Context: an optimization exercise on an open-source flow, tuned for small area, a short achievable clock period and few clock cycles per item. The choices shown serve that exercise and are no tape-out recipe.
At most, simulation tests tie the RTL to the original design; equivalence was not proved.

==> module average, before the edit <==
module average #(
    parameter int NOF_BITS = 32
) (
    input  logic                clk,
    input  logic                rst_n,
    input  logic                start,
    input  logic                data_first,
    input  logic                data_last,
    input  logic [NOF_BITS-1:0] data_in,
    output logic [NOF_BITS:0]   data_out,
    output logic                busy,
    output logic                TO,
    output logic                done
);
    localparam int W = NOF_BITS;
    localparam int TIMEOUT_LIMIT = 10;
    logic       acc;       
    logic       v;         
    logic       div;       
    logic [4:0] cnt;       
    logic [W:0]   x;       
    logic [W-1:0] b;       
    logic [W-1:0] y;       
    wire waiting  = busy & ~acc & ~v & ~div;
    wire take     = acc | (waiting & data_first);
    wire to_now   = waiting & ~data_first & (cnt == 5'(TIMEOUT_LIMIT - 1));
    wire fin      = v & ~acc;                  
    wire sum_on   = v & acc;                   
    wire div_last = div & (&cnt);
    wire skip     = div & ~|x & ~|y[W-1:W-3] & ~&cnt[4:2];
    wire [W+1:0] sum = {1'b0, x} + {1'b0, div, b} + (W+2)'(div);
    wire         ge  = sum[W+1];               
    always_ff @(posedge clk) begin
        if (skip)
            x <= {{W{1'b0}}, y[W-4]};
        else if (div)
            x <= {ge ? sum[W-1:0] : x[W-1:0], y[W-1]};
        else if (fin)
            x <= {{(W-1){1'b0}}, sum[W:W-1]};
        else if (sum_on)
            x <= sum[W:0];
        else
            x <= '0;
        if (skip)
            y <= {y[W-5:0], 4'b0};
        else if (div)
            y <= {y[W-2:0], ge};
        else if (fin)
            y <= {sum[W-2:0], 1'b0};
        else
            y <= acc ? y + 1'b1 : W'(1);
        if (fin)
            b <= ~y;
        else if (!div)
            b <= data_in;
    end
    always_ff @(posedge clk or negedge rst_n) begin
        if (!rst_n) begin
            busy     <= 1'b0;
            acc      <= 1'b0;
            v        <= 1'b0;
            div      <= 1'b0;
            cnt      <= '0;
            TO       <= 1'b0;
            done     <= 1'b0;
            data_out <= '0;
        end else begin
            TO   <= to_now;
            done <= div_last;
            v    <= take;
            if (!busy) begin
                busy <= start;
                cnt  <= '0;
            end else begin
                if (to_now | div_last) busy <= 1'b0;
                cnt <= fin ? '0 : cnt + (skip ? 5'd4 : 5'd1);
                if (take) acc <= ~data_last;
                div <= fin | (div & ~div_last);
            end
            if (div_last) data_out <= {1'b0, y[W-2:0], ge};
        end
    end
endmodule
Settings: LEC_CHECK=0, CAP_MARGIN=20, CORE_MARGIN=2, CORE_UTILIZATION=40, CTS_BUF_LIST=sky130_fd_sc_hd__clkbuf_8, SETUP_SLACK_MARGIN=3.1, SLEW_MARGIN=20; clock period 6.0 ns.
standard.sh (not shown) runs the stock make flow with config.mk's settings and CLKGATE_MAP_FILE= SYNTH_SCRIPT=/design/flow/synth_recipe.tcl, a recipe that flattens the netlist after the stock synthesis.
==> flow/flow/run.sh <==
#!/bin/bash
# The standard layout, except that the port buffers are the smallest
# plain buffer (buf_1) rather than the delay buffer buffer_ports picks by
# default; the resizer still upsizes any of them that timing needs.
set -euo pipefail
export BUFFER_PORTS_ARGS="-buffer_cell sky130_fd_sc_hd__buf_1"
bash standard.sh > standard_flow.log 2>&1
Testbench counts at the start, summed over its fixed seeds: cycles 72,898, items 1,600.
Rerun with:
--- a/flow/design.v
+++ b/flow/design.v
@@ -26,12 +26,24 @@
     wire take     = acc | (waiting & data_first);
     wire to_now   = waiting & ~data_first & (cnt == 5'(TIMEOUT_LIMIT - 1));
     wire fin      = v & ~acc;                  
     wire sum_on   = v & acc;                   
     wire div_last = div & (&cnt);
     wire skip     = div & ~|x & ~|y[W-1:W-3] & ~&cnt[4:2];
+    logic [W/4-1:0] g_all, g_pre;    
+    logic [W-1:0]   y_inc;
+    always_comb begin
+        for (int g = 0; g < W / 4; g++) g_all[g] = &y[4*g +: 4];
+        for (int g = 0; g < W / 4; g++) begin
+            g_pre[g] = 1'b1;
+            for (int h = 0; h < g; h++) g_pre[g] = g_pre[g] & g_all[h];
+        end
+        for (int g = 0; g < W / 4; g++)
+            for (int k = 0; k < 4; k++)
+                y_inc[4*g + k] = y[4*g + k] ^ (g_pre[g] & &(y[4*g +: 4] | ~4'((1 << k) - 1)));
+    end
     wire [W+1:0] sum = {1'b0, x} + {1'b0, div, b} + (W+2)'(div);
     wire         ge  = sum[W+1];               
     always_ff @(posedge clk) begin
         if (skip)
             x <= {{W{1'b0}}, y[W-4]};
         else if (div)
@@ -46,13 +58,13 @@
             y <= {y[W-5:0], 4'b0};
         else if (div)
             y <= {y[W-2:0], ge};
         else if (fin)
             y <= {sum[W-2:0], 1'b0};
         else
-            y <= acc ? y + 1'b1 : W'(1);
+            y <= acc ? y_inc : W'(1);
         if (fin)
             b <= ~y;
         else if (!div)
             b <= data_in;
     end
     always_ff @(posedge clk or negedge rst_n) begin
- cell count drops by 6.8%
- non-clock buffer count climbs by 3
- area after synthesis drops by 3.8%
- via count drops by 6.7%
- count of clock-buffer cells in the layout climbs by 2
- setup slack degrades by 65 ps
Function not checked in the second run of this note: the RTL went through the layout flow alone.

* * *

Another version of the RTL of average (not shown whole).
Size: roughly 1,100 cells after synthesis, ~140 flip-flops, ~9100 um2 of cells after synthesis.
==> module average, before the edit <==
module average #(
    parameter int NOF_BITS = 32
) (
    input  logic                clk,
    input  logic                rst_n,
    input  logic                start,
    input  logic                data_first,
    input  logic                data_last,
    input  logic [NOF_BITS-1:0] data_in,
    output logic [NOF_BITS:0]   data_out,
    output logic                busy,
    output logic                TO,
    output logic                done
);
    localparam int W = NOF_BITS;
    localparam int TIMEOUT_LIMIT = 10;
    logic       acc;       
    logic       v;         
    logic       div;       
    logic [4:0] cnt;       
    logic [W:0]   x;       
    logic [W-1:0] b;       
    logic [W-1:0] y;       
    wire waiting  = busy & ~acc & ~v & ~div;
    wire take     = acc | (waiting & data_first);
    wire to_now   = waiting & ~data_first & (cnt == 5'(TIMEOUT_LIMIT - 1));
    wire fin      = v & ~acc;                  
    wire sum_on   = v & acc;                   
    wire div_last = div & (&cnt);
    wire [W:0] cmp = {1'b0, x[W-4:0], y[W-1:W-3]} + {1'b0, b} + 1'b1;
    wire       lt  = ~|x[W:W-3] & ~cmp[W];
    wire skip     = div & lt & ~&cnt[4:2];
    wire [W+1:0] sum = {1'b0, x} + {1'b0, div, b} + (W+2)'(div);
    wire         ge  = sum[W+1];               
    always_ff @(posedge clk) begin
        if (skip)
            x <= {x[W-4:0], y[W-1:W-4]};
        else if (div)
            x <= {ge ? sum[W-1:0] : x[W-1:0], y[W-1]};
        else if (fin)
            x <= {{(W-1){1'b0}}, sum[W:W-1]};
        else if (sum_on)
            x <= sum[W:0];
        else
            x <= '0;
        if (skip)
            y <= {y[W-5:0], 4'b0};
        else if (div)
            y <= {y[W-2:0], ge};
        else if (fin)
            y <= {sum[W-2:0], 1'b0};
        else
            y <= acc ? y + 1'b1 : W'(1);
        if (fin)
            b <= ~y;
        else if (!div)
            b <= data_in;
    end
    always_ff @(posedge clk or negedge rst_n) begin
        if (!rst_n) begin
            busy     <= 1'b0;
            acc      <= 1'b0;
            v        <= 1'b0;
            div      <= 1'b0;
            cnt      <= '0;
            TO       <= 1'b0;
            done     <= 1'b0;
            data_out <= '0;
        end else begin
            TO   <= to_now;
            done <= div_last;
            v    <= take;
            if (!busy) begin
                busy <= start;
                cnt  <= '0;
            end else begin
                if (to_now | div_last) busy <= 1'b0;
                cnt <= fin ? '0 : cnt + (skip ? 5'd4 : 5'd1);
                if (take) acc <= ~data_last;
                div <= fin | (div & ~div_last);
            end
            if (div_last) data_out <= {1'b0, y[W-2:0], ge};
        end
    end
endmodule
clock: 6.0 ns
lec_check: 0
cap_margin: 20
core_margin: 2
core_utilization: 40
cts_buf_list: sky130_fd_sc_hd__clkbuf_8
setup_slack_margin: 3.0
slew_margin: 20
Scripts as last shown in full above: flow/flow/run.sh
Change:
--- a/flow/design.v
+++ b/flow/design.v
@@ -26,18 +26,18 @@
     wire take     = acc | (waiting & data_first);
     wire to_now   = waiting & ~data_first & (cnt == 5'(TIMEOUT_LIMIT - 1));
     wire fin      = v & ~acc;                  
     wire sum_on   = v & acc;                   
     wire div_last = div & (&cnt);
-    wire [W:0] cmp = {1'b0, x[W-4:0], y[W-1:W-3]} + {1'b0, b} + 1'b1;
-    wire       lt  = ~|x[W:W-3] & ~cmp[W];
-    wire skip     = div & lt & ~&cnt[4:2];
+    wire [4:0] x8 = {x[1:0], y[W-1:W-3]};
+    wire [4:0] n5 = ~b[4:0];
+    wire skip     = div & ~|x[W:2] & ~&cnt[4:2] & (~&b[W-1:5] | (x8 < n5));
     wire [W+1:0] sum = {1'b0, x} + {1'b0, div, b} + (W+2)'(div);
     wire         ge  = sum[W+1];               
     always_ff @(posedge clk) begin
         if (skip)
-            x <= {x[W-4:0], y[W-1:W-4]};
+            x <= {{(W-5){1'b0}}, x[1:0], y[W-1:W-4]};
         else if (div)
             x <= {ge ? sum[W-1:0] : x[W-1:0], y[W-1]};
         else if (fin)
             x <= {{(W-1){1'b0}}, sum[W:W-1]};
         else if (sum_on)
Synthesized cell count goes down by 3.8%.
Clock skew stays flat.
Die area goes down by 5.4%.
Worst setup slack gets better by 240 ps.
Core utilization goes down by 1.7 points.
Hold slack stays flat.
Routed wire length goes down by 5.7%.
Flip-flop and latch count stays the same.
Cell count goes down by 5.8%.
Design area goes down by 9.5%.
Testbench counts after the change, summed over its fixed seeds: cycles 66,598, items 1,600.
No functional check of the RTL was part of the first run of this note.

* * *

Setup of 11-14:
Another version of the RTL of average (not shown whole).
Size: about 140 flip-flops, roughly 73 I/O pins, about 8100 µm² of cells after synthesis.
==> module average, before the edit <==
module average #(
    parameter int NOF_BITS = 32
) (
    input  logic                clk,
    input  logic                rst_n,
    input  logic                start,
    input  logic                data_first,
    input  logic                data_last,
    input  logic [NOF_BITS-1:0] data_in,
    output logic [NOF_BITS:0]   data_out,
    output logic                busy,
    output logic                TO,
    output logic                done
);
    localparam int W = NOF_BITS;
    localparam int TIMEOUT_LIMIT = 10;
    logic       acc;       
    logic       v;         
    logic       div;       
    logic [4:0] cnt;       
    logic [W:0]   x;       
    logic [W:0]   b;       
    logic [W-1:0] y;       
    wire waiting  = busy & ~acc & ~v & ~div;
    wire take     = acc | (waiting & data_first);
    wire to_now   = waiting & ~data_first & (cnt == 5'(TIMEOUT_LIMIT - 1));
    wire fin      = v & ~acc;                  
    wire sum_on   = v & acc;                   
    wire div_last = div & (&cnt);
    wire [W+1:0] sum = {1'b0, x} + {1'b0, b} + (W+2)'(b[W]);
    wire         ge  = sum[W+1];               
    always_ff @(posedge clk) begin
        if (div)
            x <= {ge ? sum[W-1:0] : x[W-1:0], y[W-1]};
        else if (fin)
            x <= {{(W-1){1'b0}}, sum[W:W-1]};
        else if (sum_on)
            x <= sum[W:0];
        else
            x <= '0;
        if (div)
            y <= {y[W-2:0], ge};
        else if (fin)
            y <= {sum[W-2:0], 1'b0};
        else
            y <= acc ? y + 1'b1 : W'(1);
        if (fin)
            b <= {1'b1, ~y};
        else if (!div)
            b <= {1'b0, data_in};
    end
    always_ff @(posedge clk or negedge rst_n) begin
        if (!rst_n) begin
            busy     <= 1'b0;
            acc      <= 1'b0;
            v        <= 1'b0;
            div      <= 1'b0;
            cnt      <= '0;
            TO       <= 1'b0;
            done     <= 1'b0;
            data_out <= '0;
        end else begin
            TO   <= to_now;
            done <= div_last;
            v    <= take;
            if (!busy) begin
                busy <= start;
                cnt  <= '0;
            end else begin
                if (to_now | div_last) busy <= 1'b0;
                cnt <= fin ? '0 : cnt + 1'b1;
                if (take) acc <= ~data_last;
                div <= fin | (div & ~div_last);
            end
            if (div_last) data_out <= {1'b0, y[W-2:0], ge};
        end
    end
endmodule
export LEC_CHECK = 0
export CAP_MARGIN = 20
export CORE_MARGIN = 2
export CORE_UTILIZATION = 40
export SETUP_SLACK_MARGIN = 3.0
export SLEW_MARGIN = 20
create_clock -name core_clock -period 6.0 [get_ports {clk}]
run.sh (not shown) runs the stock make flow with config.mk's settings and CLKGATE_MAP_FILE= SYNTH_SCRIPT=/design/flow/synth_recipe.tcl, a recipe that flattens the netlist after the stock synthesis.
Stock flow here: none of the scripts above is used.
11-14 | stages: all done | timing, DRC, antenna: all pass
Testbench counts of 11-14, summed over its fixed seeds: cycles 80,608, items 1,600.
For 06-12, these inputs were changed with respect to 11-14:
diff --git a/flow/design.v b/flow/design.v
--- a/flow/design.v
+++ b/flow/design.v
@@ -21,5 +21,5 @@
     logic [4:0] cnt;       
     logic [W:0]   x;       
-    logic [W:0]   b;       
+    logic [W-1:0] b;       
     logic [W-1:0] y;       
     wire waiting  = busy & ~acc & ~v & ~div;
@@ -29,8 +29,11 @@
     wire sum_on   = v & acc;                   
     wire div_last = div & (&cnt);
-    wire [W+1:0] sum = {1'b0, x} + {1'b0, b} + (W+2)'(b[W]);
+    wire skip     = div & ~|x & ~|y[W-1:W-3] & ~&cnt[4:2];
+    wire [W+1:0] sum = {1'b0, x} + {1'b0, div, b} + (W+2)'(div);
     wire         ge  = sum[W+1];               
     always_ff @(posedge clk) begin
-        if (div)
+        if (skip)
+            x <= {{W{1'b0}}, y[W-4]};
+        else if (div)
             x <= {ge ? sum[W-1:0] : x[W-1:0], y[W-1]};
         else if (fin)
@@ -40,5 +43,7 @@
         else
             x <= '0;
-        if (div)
+        if (skip)
+            y <= {y[W-5:0], 4'b0};
+        else if (div)
             y <= {y[W-2:0], ge};
         else if (fin)
@@ -47,7 +52,7 @@
             y <= acc ? y + 1'b1 : W'(1);
         if (fin)
-            b <= {1'b1, ~y};
+            b <= ~y;
         else if (!div)
-            b <= {1'b0, data_in};
+            b <= data_in;
     end
     always_ff @(posedge clk or negedge rst_n) begin
@@ -70,5 +75,5 @@
             end else begin
                 if (to_now | div_last) busy <= 1'b0;
-                cnt <= fin ? '0 : cnt + 1'b1;
+                cnt <= fin ? '0 : cnt + (skip ? 5'd4 : 5'd1);
                 if (take) acc <= ~data_last;
                 div <= fin | (div & ~div_last);
Results
- 11-14 -> 06-12: ratio of final minimum period to clock period flat
- Count of routing violations after the opening detailed-route iteration: 06-12 vs 11-14 up about 10%
- Looking only at non-clock buffer count, and setting everything else aside, the lower value of 06-12 and 11-14 goes to 06-12.
- Global-route usage (lower): 11-14
- Taking 11-14 as the reference, in 06-12 share of synthesized cell area in and, or, nand and nor gates up 1.7 points, post-synthesis instance area has increased, synthesized netlist net count moved up.
Testbench counts of 06-12, summed over its fixed seeds: cycles 72,898, items 1,600.

* * *

## the previous run
average, a different RTL version from the one above (not shown whole).
Size in the first run: roughly 140 flip-flops.
==> module average, before the edit <==
module average #(
    parameter int NOF_BITS = 32
) (
    input  logic                clk,
    input  logic                rst_n,
    input  logic                start,
    input  logic                data_first,
    input  logic                data_last,
    input  logic [NOF_BITS-1:0] data_in,
    output logic [NOF_BITS:0]   data_out,
    output logic                busy,
    output logic                TO,
    output logic                done
);
    localparam int W = NOF_BITS;
    localparam int TIMEOUT_LIMIT = 10;
    logic       acc;       
    logic       v;         
    logic       div;       
    logic       sub;       
    logic       lead;      
    logic [4:0] cnt;       
    logic [W:0]   x;       
    logic [W-1:0] b;       
    logic [W-1:0] y;       
    wire waiting  = busy & ~acc & ~v & ~div;
    wire take     = acc | (waiting & data_first);
    wire to_now   = waiting & ~data_first & (cnt == 5'(TIMEOUT_LIMIT - 1));
    wire fin      = v & ~acc;                  
    wire sum_on   = v & acc;                   
    wire div_last = div & (&cnt);
    wire skip     = lead & ~|x[1:0] & ~|y[W-1:W-3] & ~&cnt[4:2];
    wire [W:0] sum = x + {sub, b} + (W+1)'(sub);
    wire       q   = ~sum[W];                  
    always_ff @(posedge clk) begin
        if (skip)
            x <= {{W{1'b0}}, y[W-4]};
        else if (div)
            x <= {sum[W-1:0], y[W-1]};
        else if (fin)
            x <= {{(W-1){1'b0}}, sum[W:W-1]};
        else if (sum_on)
            x <= sum;
        else
            x <= '0;
        if (skip)
            y <= {y[W-5:0], 4'b0};
        else if (div)
            y <= {y[W-2:0], q};
        else if (fin)
            y <= {sum[W-2:0], 1'b0};
        else
            y <= acc ? y + 1'b1 : W'(1);
        if (fin)
            b <= ~y;
        else if (div)
            b <= b ^ {W{~skip & (q ^ sub)}};
        else
            b <= data_in;
    end
    always_ff @(posedge clk or negedge rst_n) begin
        if (!rst_n) begin
            busy     <= 1'b0;
            acc      <= 1'b0;
            v        <= 1'b0;
            div      <= 1'b0;
            sub      <= 1'b0;
            lead     <= 1'b0;
            cnt      <= '0;
            TO       <= 1'b0;
            done     <= 1'b0;
            data_out <= '0;
        end else begin
            TO   <= to_now;
            done <= div_last;
            v    <= take;
            if (!busy) begin
                busy <= start;
                cnt  <= '0;
            end else begin
                if (to_now | div_last) busy <= 1'b0;
                cnt <= fin ? '0 : cnt + (skip ? 5'd4 : 5'd1);
                if (take) acc <= ~data_last;
                div <= fin | (div & ~div_last);
            end
            if (fin)
                sub <= 1'b1;
            else if (div_last)
                sub <= 1'b0;
            else if (div & ~skip)
                sub <= q;
            lead <= fin | skip;
            if (div_last) data_out <= {1'b0, y[W-2:0], q};
        end
    end
endmodule
clock: 6.0 ns
lec_check: 0
cap_margin: 20
core_margin: 2
core_utilization: 40
cts_buf_list: sky130_fd_sc_hd__clkbuf_8
setup_slack_margin: 3.0
slew_margin: 20
standard.sh (not shown) runs the stock make flow with config.mk's settings and CLKGATE_MAP_FILE= SYNTH_SCRIPT=/design/flow/synth_recipe.tcl, a recipe that flattens the netlist after the stock synthesis.
Scripts as last shown in full above: flow/flow/run.sh
The following lists how the current run was set up differently from the previous run:
==> flow/design.v <==
`timescale 1ns/1ps
module average #(
    parameter int NOF_BITS = 32
) (
    input  logic                clk,
    input  logic                rst_n,
    input  logic                start,
    input  logic                data_first,
    input  logic                data_last,
    input  logic [NOF_BITS-1:0] data_in,
    output logic [NOF_BITS:0]   data_out,
    output logic                busy,
    output logic                TO,
    output logic                done
);
    localparam int W = NOF_BITS;
    localparam int TIMEOUT_LIMIT = 10;
    logic       acc;       
    logic       v;         
    logic       div;       
    logic [4:0] cnt;       
    logic [W:0]   x;       
    logic [W-1:0] b;       
    logic [W-1:0] y;       
    wire waiting  = busy & ~acc & ~v & ~div;
    wire take     = acc | (waiting & data_first);
    wire to_now   = waiting & ~data_first & (cnt == 5'(TIMEOUT_LIMIT - 1));
    wire fin      = v & ~acc;                  
    wire sum_on   = v & acc;                   
    wire div_last = div & (&cnt);
    wire skip     = div & ~|x & ~|y[W-1:W-3] & ~&cnt[4:2];
    wire [W+1:0] sum = {1'b0, x} + {1'b0, div, b} + (W+2)'(div);
    wire         ge  = sum[W+1];               
    always_ff @(posedge clk) begin
        if (skip)
            x <= {{W{1'b0}}, y[W-4]};
        else if (div)
            x <= {ge ? sum[W-1:0] : x[W-1:0], y[W-1]};
        else if (fin)
            x <= {{(W-1){1'b0}}, sum[W:W-1]};
        else if (sum_on)
            x <= sum[W:0];
        else
            x <= '0;
        if (skip)
            y <= {y[W-5:0], 4'b0};
        else if (div)
            y <= {y[W-2:0], ge};
        else if (fin)
            y <= {sum[W-2:0], 1'b0};
        else
            y <= acc ? y + 1'b1 : W'(1);
        if (fin)
            b <= ~y;
        else if (!div)
            b <= data_in;
    end
    always_ff @(posedge clk or negedge rst_n) begin
        if (!rst_n) begin
            busy     <= 1'b0;
            acc      <= 1'b0;
            v        <= 1'b0;
            div      <= 1'b0;
            cnt      <= '0;
            TO       <= 1'b0;
            done     <= 1'b0;
            data_out <= '0;
        end else begin
            TO   <= to_now;
            done <= div_last;
            v    <= take;
            if (!busy) begin
                busy <= start;
                cnt  <= '0;
            end else begin
                if (to_now | div_last) busy <= 1'b0;
                cnt <= fin ? '0 : cnt + (skip ? 5'd4 : 5'd1);
                if (take) acc <= ~data_last;
                div <= fin | (div & ~div_last);
            end
            if (div_last) data_out <= {1'b0, y[W-2:0], ge};
        end
    end
endmodule
Results
The current run and the previous run all finish clean. The run showing the smaller period utilization is the current run. In the current run, the non-clock buffer count came out about 13% below the value in the previous run. The current run vs the previous run — number of standard cells in the final layout excluding fillers climbed by a few percent. Compared with the previous run, the current run degrades first-iteration DRC count. b[26] as the critical path launch point was reported by the previous run, and b[18] by the current run. Floorplan row count is lower on the previous run. Across both runs, multi-input gate area in the final layout was lower for the current run than for the previous run. Share of the synthesized netlist area taken by xor and xnor gates in the current run is 0.64 points below the previous run.
Testbench counts of the current run, summed over its fixed seeds: cycles 72,898, items 1,600.
Function not checked in the previous run: the RTL went through the layout flow alone.

-- static timing again, ports no longer ideal --
How much do the figures lean on ideal ports? The routed layouts below were timed once more, with nothing changed but the port constraints. Step 1: set_driving_cell puts a clkbuf_16 on clk and a buf_2 on each other input, an assumption about the parent block. Step 2 also shifts input and output timing later by t, the mid clock arrival at the registers, as if the neighbouring blocks saw the same clock. a / b / c = ideal ports / drivers / drivers and shift; a / b = the first two.
run | t, ns | slack for setup (ns) | hold WS [ns] | slew at the worst register clock pin (ns) | worst data-port slew with drivers (ns)
the first run of note 1 | 0.495 | 3.152 / 3.152 / 3.152 | 0.476 / 0.476 / 0.476 | 0.08 / 0.08 | 0.05
the second run of note 1 | 0.473 | 3.087 / 3.087 / 3.087 | 0.477 / 0.477 / 0.477 | 0.09 / 0.09 | 0.05
the first run of note 2 | 0.495 | 2.846 / 2.846 / 2.846 | 0.478 / 0.478 / 0.478 | 0.08 / 0.08 | 0.04
the second run of note 2 | 0.483 | 3.088 / 3.088 / 3.088 | 0.476 / 0.476 / 0.476 | 0.09 / 0.09 | 0.04
11-14 | 0.456 | 3.070 / 3.070 / 3.070 | 0.475 / 0.475 / 0.475 | 0.06 / 0.06 | 0.04
06-12 | 0.476 | 3.066 / 3.066 / 3.066 | 0.473 / 0.473 / 0.473 | 0.07 / 0.07 | 0.05
the previous run | 0.503 | 2.940 / 2.940 / 2.940 | 0.507 / 0.507 / 0.507 | 0.10 / 0.10 | 0.05
the current run | 0.498 | 3.090 / 3.090 / 3.090 | 0.477 / 0.477 / 0.477 | 0.08 / 0.08 | 0.05
After both steps every run listed still meets setup and hold.
